This design comes from an exercise in tuning for small area, a short achievable clock period and few clock cycles per item on the open sky130 flow, not from production work.
Only simulation tests tie the RTL to the original design; equivalence was not proved.

==> design.v <==
module DT(
	input 			clk,
	input			reset,
	output	reg		done ,
	output	reg		sti_rd ,
	output	reg 	[9:0]	sti_addr ,
	input		[15:0]	sti_di,
	output	reg		res_wr ,
	output	reg		res_rd ,
	output	reg 	[13:0]	res_addr ,
	output	reg 	[7:0]	res_do,
	input		[7:0]	res_di,
	output  reg fwpass_finish
	);
	localparam [3:0] S_IDLE = 4'd0,   
	                 S_WS   = 4'd1,   
	                 S_PR0  = 4'd2,   
	                 S_PR1  = 4'd3,   
	                 S_PR2  = 4'd4,   
	                 S_FR   = 4'd5,   
	                 S_FB   = 4'd6,   
	                 S_FW   = 4'd7,   
	                 S_BF   = 4'd8,   
	                 S_BR   = 4'd9,   
	                 S_BB   = 4'd10,  
	                 S_BW   = 4'd11,  
	                 S_DONE = 4'd12;
	reg [3:0]  state;
	reg        bwd;
	reg [9:0]  wi;         
	reg [3:0]  j;          
	reg [15:0] rem;        
	reg [15:0] nw;         
	reg [6:0]  wa, wb, wc;   
	reg [6:0]  lv;         
	reg [6:0]  fcap;       
	wire       rem_nz = |rem;
	wire       nw_nz  = |nw;
	wire [15:0] src   = rem_nz ? rem : nw;
	wire       found  = rem_nz | nw_nz;
	reg  [3:0] jq;
	integer k;
	always @(*) begin
		jq = 4'd0;
		for (k = 15; k >= 0; k = k - 1)
			if (src[k]) jq = k[3:0];
	end
	wire [15:0] ohq = 16'd1 << jq;
	wire [17:0] ext = {nw[1:0], rem};
	wire [4:0]  j1 = {1'b0, j} + 5'd1;
	wire [4:0]  j2 = {1'b0, j} + 5'd2;
	wire        n1 = ext[j1];
	wire        n2 = ext[j2];
	wire [9:0]  lw = sti_addr ^ {10{bwd}};    
	reg  [15:0] din;
	integer kd;
	always @(*) begin
		for (kd = 0; kd < 16; kd = kd + 1)
			din[kd] = bwd ? sti_di[kd] : sti_di[15-kd];
		if (lw[9:3] == 7'd0 || lw[9:3] == 7'd127) din = 16'd0;
		if (lw[2:0] == 3'd0) din[0] = 1'b0;
		if (lw[2:0] == 3'd7) din[15] = 1'b0;
	end
	wire [6:0] m1 = (lv < wa) ? lv : wa;
	wire [6:0] m2 = (wb < wc) ? wb : wc;
	wire [6:0] mc = ((m1 < m2) ? m1 : m2) + 7'd1;
	wire       chg = fcap > res_do[6:0];
	wire [6:0] row  = wi[9:3];
	wire [6:0] col  = {wi[2:0], j};
	wire [6:0] rowm = row - 7'd1;
	wire [9:0] wi1  = wi + 10'd1;
	wire in_pix = (state != S_IDLE);
	wire fin = (state == S_WS && !n1) || state == S_PR2 || state == S_FW ||
	           state == S_BW || ((state == S_BR || state == S_BB) && !chg) ||
	           state == S_IDLE;
	wire nx = in_pix && n1;    
	reg [3:0]  st_n;
	reg [13:0] a_n;
	reg        rd_n, wr_n;
	always @(*) begin
		st_n = state; a_n = {row, col}; rd_n = 1'b0; wr_n = 1'b0;
		case (state)
			S_WS:  if (n1) begin st_n = S_PR0; a_n = {rowm, col}; rd_n = 1'b1; end
			S_PR0: begin st_n = S_PR1; a_n = {rowm, col + 7'd1}; rd_n = 1'b1; end
			S_PR1: begin st_n = S_PR2; a_n = {rowm, col + 7'd2}; rd_n = 1'b1; end
			S_FR, S_FB: begin st_n = S_FW; wr_n = 1'b1; end
			S_BF:  if (n1) begin st_n = S_BR; a_n = {rowm, col + 7'd2}; rd_n = 1'b1; end
			       else st_n = S_BB;
			S_BR, S_BB: if (chg) begin st_n = S_BW; wr_n = 1'b1; end
			default: ;
		endcase
		if (fin) begin
			if (nx) begin
				if (bwd) begin st_n = S_BF; a_n = {row, col + 7'd1}; rd_n = 1'b1; end
				else if (n2) begin st_n = S_FR; a_n = {rowm, col + 7'd3}; rd_n = 1'b1; end
				else if (state == S_PR2) st_n = S_FB;
				else begin st_n = S_FW; a_n = {row, col + 7'd1}; wr_n = 1'b1; end
			end else if (found) begin
				st_n = S_WS; wr_n = 1'b1;
				a_n = rem_nz ? {wi, jq} : {wi1, jq};
			end else
				st_n = S_IDLE;
		end
	end
	wire shift = state == S_PR0 || state == S_PR1 || state == S_PR2 ||
	             state == S_FR || state == S_BR;
	wire pass_end = state == S_IDLE && wi[9:3] == 7'd127;
	always @(posedge clk) begin
		if (!reset) begin
			state <= S_IDLE;
			bwd <= 1'b0;
			done <= 1'b0;
			fwpass_finish <= 1'b0;
			sti_rd <= 1'b1;
			sti_addr <= 10'd7;
			wi <= 10'd5;
			j <= 4'd0;
			rem <= 16'd0;
			nw <= 16'd0;
			res_rd <= 1'b0;
			res_wr <= 1'b0;
			res_addr <= 14'd0;
			res_do <= 8'd0;
			lv <= 7'd0;
		end else if (state == S_DONE) begin
			res_rd <= 1'b0;
			res_wr <= 1'b0;
		end else if (pass_end) begin
			res_rd <= 1'b0;
			res_wr <= 1'b0;
			if (bwd) begin
				done <= 1'b1;
				state <= S_DONE;
			end else begin
				fwpass_finish <= 1'b1;
				bwd <= 1'b1;
				wi <= 10'd5;
				rem <= 16'd0;
				nw <= 16'd0;
				sti_addr <= 10'd1016;
			end
		end else begin
			state <= st_n;
			res_rd <= rd_n;
			res_wr <= wr_n;
			res_addr <= a_n ^ {14{bwd}};
			if (fin) begin
				j <= jq;
				if (rem_nz)
					rem <= rem & ~ohq;
				else begin
					rem <= nw & ~ohq;
					nw <= din;
					wi <= wi1;
					sti_addr <= bwd ? sti_addr - 10'd1 : sti_addr + 10'd1;
				end
			end
			if (fin && !nx && found) begin
				res_do <= 8'd1;
				lv <= 7'd1;
			end else if (!bwd && st_n == S_FW) begin
				res_do <= {1'b0, mc};
				lv <= mc;
			end else if (state == S_BF)
				res_do <= {1'b0, mc};
			if (state == S_BR || state == S_BB)
				lv <= chg ? res_do[6:0] : fcap;
		end
	end
	always @(posedge clk) begin
		if (state == S_BF) fcap <= res_di[6:0];
		if (shift) begin
			wc <= res_di[6:0];
			wb <= wc;
			wa <= wb;
		end
	end
endmodule
==> run.sh <==
#!/bin/bash
# synth_recipe.tcl (not shown) runs the flow's synth.tcl, then flattens the netlist and writes it again
# the make line also repeats each setting of config.mk as NAME=value (left out here)
make -C /OpenROAD-flow-scripts/flow DESIGN_CONFIG=/design/flow/config.mk WORK_HOME=/design/flow/orfs CLKGATE_MAP_FILE= SYNTH_SCRIPT=/design/flow/synth_recipe.tcl finish
==> config.mk <==
export PLATFORM = sky130hd
export DESIGN_NAME = DT
export DESIGN_NICKNAME = DT
export VERILOG_FILES = /design/flow/design.v
export SDC_FILE = /design/flow/constraint.sdc
export NUM_CORES = 4
export LEC_CHECK = 0
export CAP_MARGIN = 20
export CORE_MARGIN = 2
export CORE_UTILIZATION = 40
export SLEW_MARGIN = 20
==> constraint.sdc <==
create_clock -name core_clock -period 5.0 [get_ports {clk}]
set_input_delay 1.0000 -clock core_clock [delete_from_list [all_inputs] [get_ports {clk}]]
set_output_delay 1.0000 -clock core_clock [all_outputs]
set_load 0.01 [all_outputs]
==> run notes <==
Initial DRT Pass Iterations 6; IO buf count 59; class of the worst hold path flop to flop; biggest area contributors in the synthesized netlist sky130_fd_sc_hd__dfxtp_1, sky130_fd_sc_hd__edfxtp_1, sky130_fd_sc_hd__mux2i_1; syn_area_per_cell 7.949 um2; number of nets with antenna violations after routing 0; Post-synth ARST share 0; total instance count after detailed placement 1549; initial core utilization 0.4043; count of final setup violators 0; cell count after synthesis between 1000 and 1500; number of violations reported at the end of detailed-routing iteration 0 roughly 1000; Tmin final 4.728 ns; share of the synthesized area in the top cell type 0.1980; Synthesized Nets 1251; final hold violations 0; smallest setup slack after layout approximately 0.27 ns; number of synthesis warnings 1; source-to-sink clock delay at the later pin of the worst-skew pair 0.43 ns; Worst setup SP type flop; most frequent cell after synthesis sky130_fd_sc_hd__nor2_1; Die Ht 157.3 um; share of the yosys chip area belonging to registers 0.2874; DIE WIDTH 157.3 um; non-filler cells, final 1589; largest fanout on the critical path 7; Site Rows 56; final HPWL from detailed placement approximately 23000 um; DRC violation count after routing 0; period utilisation layout 0.9456; remaining global-route overflow 0; CTS Root Cell sky130_fd_sc_hd__clkbuf_16; Post-CTS Hold Buffers 0; Synth area leader sky130_fd_sc_hd__dfxtp_1; Final Routed Wirelength 31020 um; WP data arrival approximately 5 ns; total count of max-transition violations in the final report 0; clock edge transition at the registers on the reported setup and hold paths around 0.060 ns; # nets final 1325; initial antenna violation count 0; post-synthesis cell type count 93; Diodes inserted 0; run status no timing/DRC/antenna violations; register bit total from synthesis ~120; Crit Path Category flop to flop; combined area of all synthesized cells 9404 um2; Place WS -0.1515 ns; Sink Count 121; via count of the routed design 9755; wire length of the first global-routing pass between 40000 and 50000 um; remaining max-slew budget at the tightest pin 0.2984; pin count of the biggest net entering global routing 48; Max Root-Sink Buffers 2; maximum clock skew at final layout 0.01144 ns; Placed Instance Area ~11000 um2; weighted congestion reported at the end of routability-driven placement around 1.0; share of final-layout standard cells stronger than drive strength 1 0.1260; total routing usage reported by global routing 0.2506; Final Util 0.4852; number of enable-type register cells in the synthesized netlist 28; slew at the pin with the worst max-slew slack 1.046 ns; dominant synthesized flop cell sky130_fd_sc_hd__dfxtp_1; die area 24750 um2; final std cell area, no fill 11290 um2; max capacitance violation total 0; Worst EP required about 5.3 ns; critical path capture point type flop; TritonCTS clock tree built; timing-limited maximum frequency roughly 210 MHz; CTS buffer count 17; top-level port count 63; top cells by instance count after synthesis sky130_fd_sc_hd__nor2_1, sky130_fd_sc_hd__a21oi_1, sky130_fd_sc_hd__dfxtp_1; Area Growth Syn to Fin 20.02%; vias per inst between 6 and 7; post-DR wirelength/cell 19.52 um; Std-Cell Core Area 23260 um2; deepest level of the CTS H-tree 4; via count of the first global-routing pass approximately 9000
-- critical path, cell delays in order (launching register included) --
cell,delay [ns]
sky130_fd_sc_hd__edfxtp_1,0.43
sky130_fd_sc_hd__inv_1,0.13
sky130_fd_sc_hd__ha_1,0.24
sky130_fd_sc_hd__o21a_1,0.19
sky130_fd_sc_hd__or2_2,0.28
sky130_fd_sc_hd__a21boi_2,0.21
sky130_fd_sc_hd__buf_4,0.20
sky130_fd_sc_hd__mux2_2,0.30
sky130_fd_sc_hd__ha_1,0.35
sky130_fd_sc_hd__nand4_1,0.15
sky130_fd_sc_hd__buf_4,0.17
sky130_fd_sc_hd__a211o_2,0.34
sky130_fd_sc_hd__nand3_1,0.13
sky130_fd_sc_hd__o21a_1,0.20
sky130_fd_sc_hd__ha_4,0.21
sky130_fd_sc_hd__buf_4,0.14
sky130_fd_sc_hd__nand3_1,0.08
sky130_fd_sc_hd__mux2i_1,0.17
sky130_fd_sc_hd__xnor2_1,0.08
sky130_fd_sc_hd__mux2_2,0.28
sky130_fd_sc_hd__a31oi_2,0.20
sky130_fd_sc_hd__o22ai_1,0.10
-- sequential cells by signal (all words and copies together) (netlist names), 10 cells and up --
name,count
nw,16
rem,16
res_addr,14
sti_addr,10
wi,10
-- path summary, 6_finish.rpt --
kind | start | endpoint | slack, ns | depth (start not counted)
hold reg to reg | res_addr[1]$_SDFFE_PN0P_ | res_addr[1]$_SDFFE_PN0P_ | 0.45 | 2
setup reg to reg | wa[5]$_DFFE_PP_ | lv[4]$_SDFFE_PN0P_ | 0.27 | 21
hold / removal | res_addr[1]$_SDFFE_PN0P_ | res_addr[1]$_SDFFE_PN0P_ | 0.45 | 2
setup / recovery | wa[5]$_DFFE_PP_ | lv[4]$_SDFFE_PN0P_ | 0.27 | 21
-- cell type report --
class,instances,area [um2]
Inverter,40,150.1
Tap cell,319,399.1
Clock inverter,15,150.1
Clock buffer,17,425.4
Sequential cell,121,2704
Fill cell,2320,11980
Multi-Input combinational cell,947,6334
Timing Repair Buffer,130,1125
-- per-layer routing --
metal | track usage | share of wire | vias to the layer above
li1 | - | - | 4637
met3 | 0.05204 | 0.072 | 82
met2 | 0.3895 | 0.44 | 433
met1 | 0.3361 | 0.45 | 4603
met5 | 0 | 0 | -
met4 | 0.1087 | 0.035 | 0
-- metrics by stage --
| step | hold WS [ns] | setup TNS [ns] |
|---|---|---|
| finish | 0.4525 | 0 |
| global placement | 0.4458 | -0.1775 |
| detailed placement | 0.4460 | -0.2242 |
| global route | 0.4761 | -0.03145 |
| CTS | 0.4552 | 0 |
| floorplan | 0.4616 | 0 |
-- repair_timing --
| action | CTS | global route |
|---|---|---|
| endpoints found under the setup margin | 6 | 6 |
| cloned | 0 | 1 |
| pin swaps | 0 | 2 |
| gates resized for setup | 1 | 16 |
| buffers inserted | 0 | 7 |
-- layout by cell type (no fill, tap or decap), types with 11 or more instances in the layout --
cell	netlist	final
sky130_fd_sc_hd__o21a_1	11	11
sky130_fd_sc_hd__mux2i_1	52	49
sky130_fd_sc_hd__nor3_1	55	53
sky130_fd_sc_hd__o31ai_1	14	14
sky130_fd_sc_hd__clkdlybuf4s50_1	0	59
sky130_fd_sc_hd__nand2_1	85	85
sky130_fd_sc_hd__nand4_1	16	16
sky130_fd_sc_hd__buf_4	4	69
sky130_fd_sc_hd__nand2b_1	11	11
sky130_fd_sc_hd__nor4_1	16	16
sky130_fd_sc_hd__mux2_2	11	11
sky130_fd_sc_hd__inv_1	39	39
sky130_fd_sc_hd__a311oi_1	11	11
sky130_fd_sc_hd__dfxtp_1	93	92
sky130_fd_sc_hd__or3_1	11	11
sky130_fd_sc_hd__clkbuf_16	0	17
sky130_fd_sc_hd__a21oi_1	94	91
sky130_fd_sc_hd__nand3_1	62	62
sky130_fd_sc_hd__a211oi_1	14	12
sky130_fd_sc_hd__edfxtp_1	28	28
sky130_fd_sc_hd__and3_1	19	19
sky130_fd_sc_hd__xnor2_1	26	26
sky130_fd_sc_hd__nor2_1	122	121
sky130_fd_sc_hd__ha_1	41	39
sky130_fd_sc_hd__a31oi_1	27	26
sky130_fd_sc_hd__o211ai_1	15	15
sky130_fd_sc_hd__o21ai_0	42	42
sky130_fd_sc_hd__xor2_1	12	12
-- cell families after synthesis --
logic type	after synthesis	synth area share
AO/OA/AOI/OAI	352	0.2567
XOR/XNOR	38	0.03539
adder cells (fa/ha/maj)	42	0.05668
buffers and inverters	115	0.05043
flip-flops	121	0.2874
multiplexers	67	0.07810
other	2	0.0007986
AND/OR/NAND/NOR	446	0.2346
Testbench counts, summed over its fixed seeds: cycles 444,873, images 24.

[re-timing with driven ports]
In the flow no input, the clock included, has a driving cell. The finished layout below was timed again as built, in two steps.
Step 1 assumes that a clkbuf_16 drives the clock port and a buf_2 every other input.
Step 2, shift: input delay + t, output delay - t, t = (earliest + latest rising clock arrival at the registers) / 2. This alone moves slack from input paths to output paths.
Slacks: no drivers / after step 1 / after step 2; pairs: no drivers / after step 1.
t (ns): 0.474
setup slack, ns: 0.272 / 0.272 / 0.272
cell pins on the clock port's net: 1
After both steps setup and hold are still met in this run. For this run, drivers alone change the setup slack by 0.000 ns; drivers and shift together by 0.000 ns.
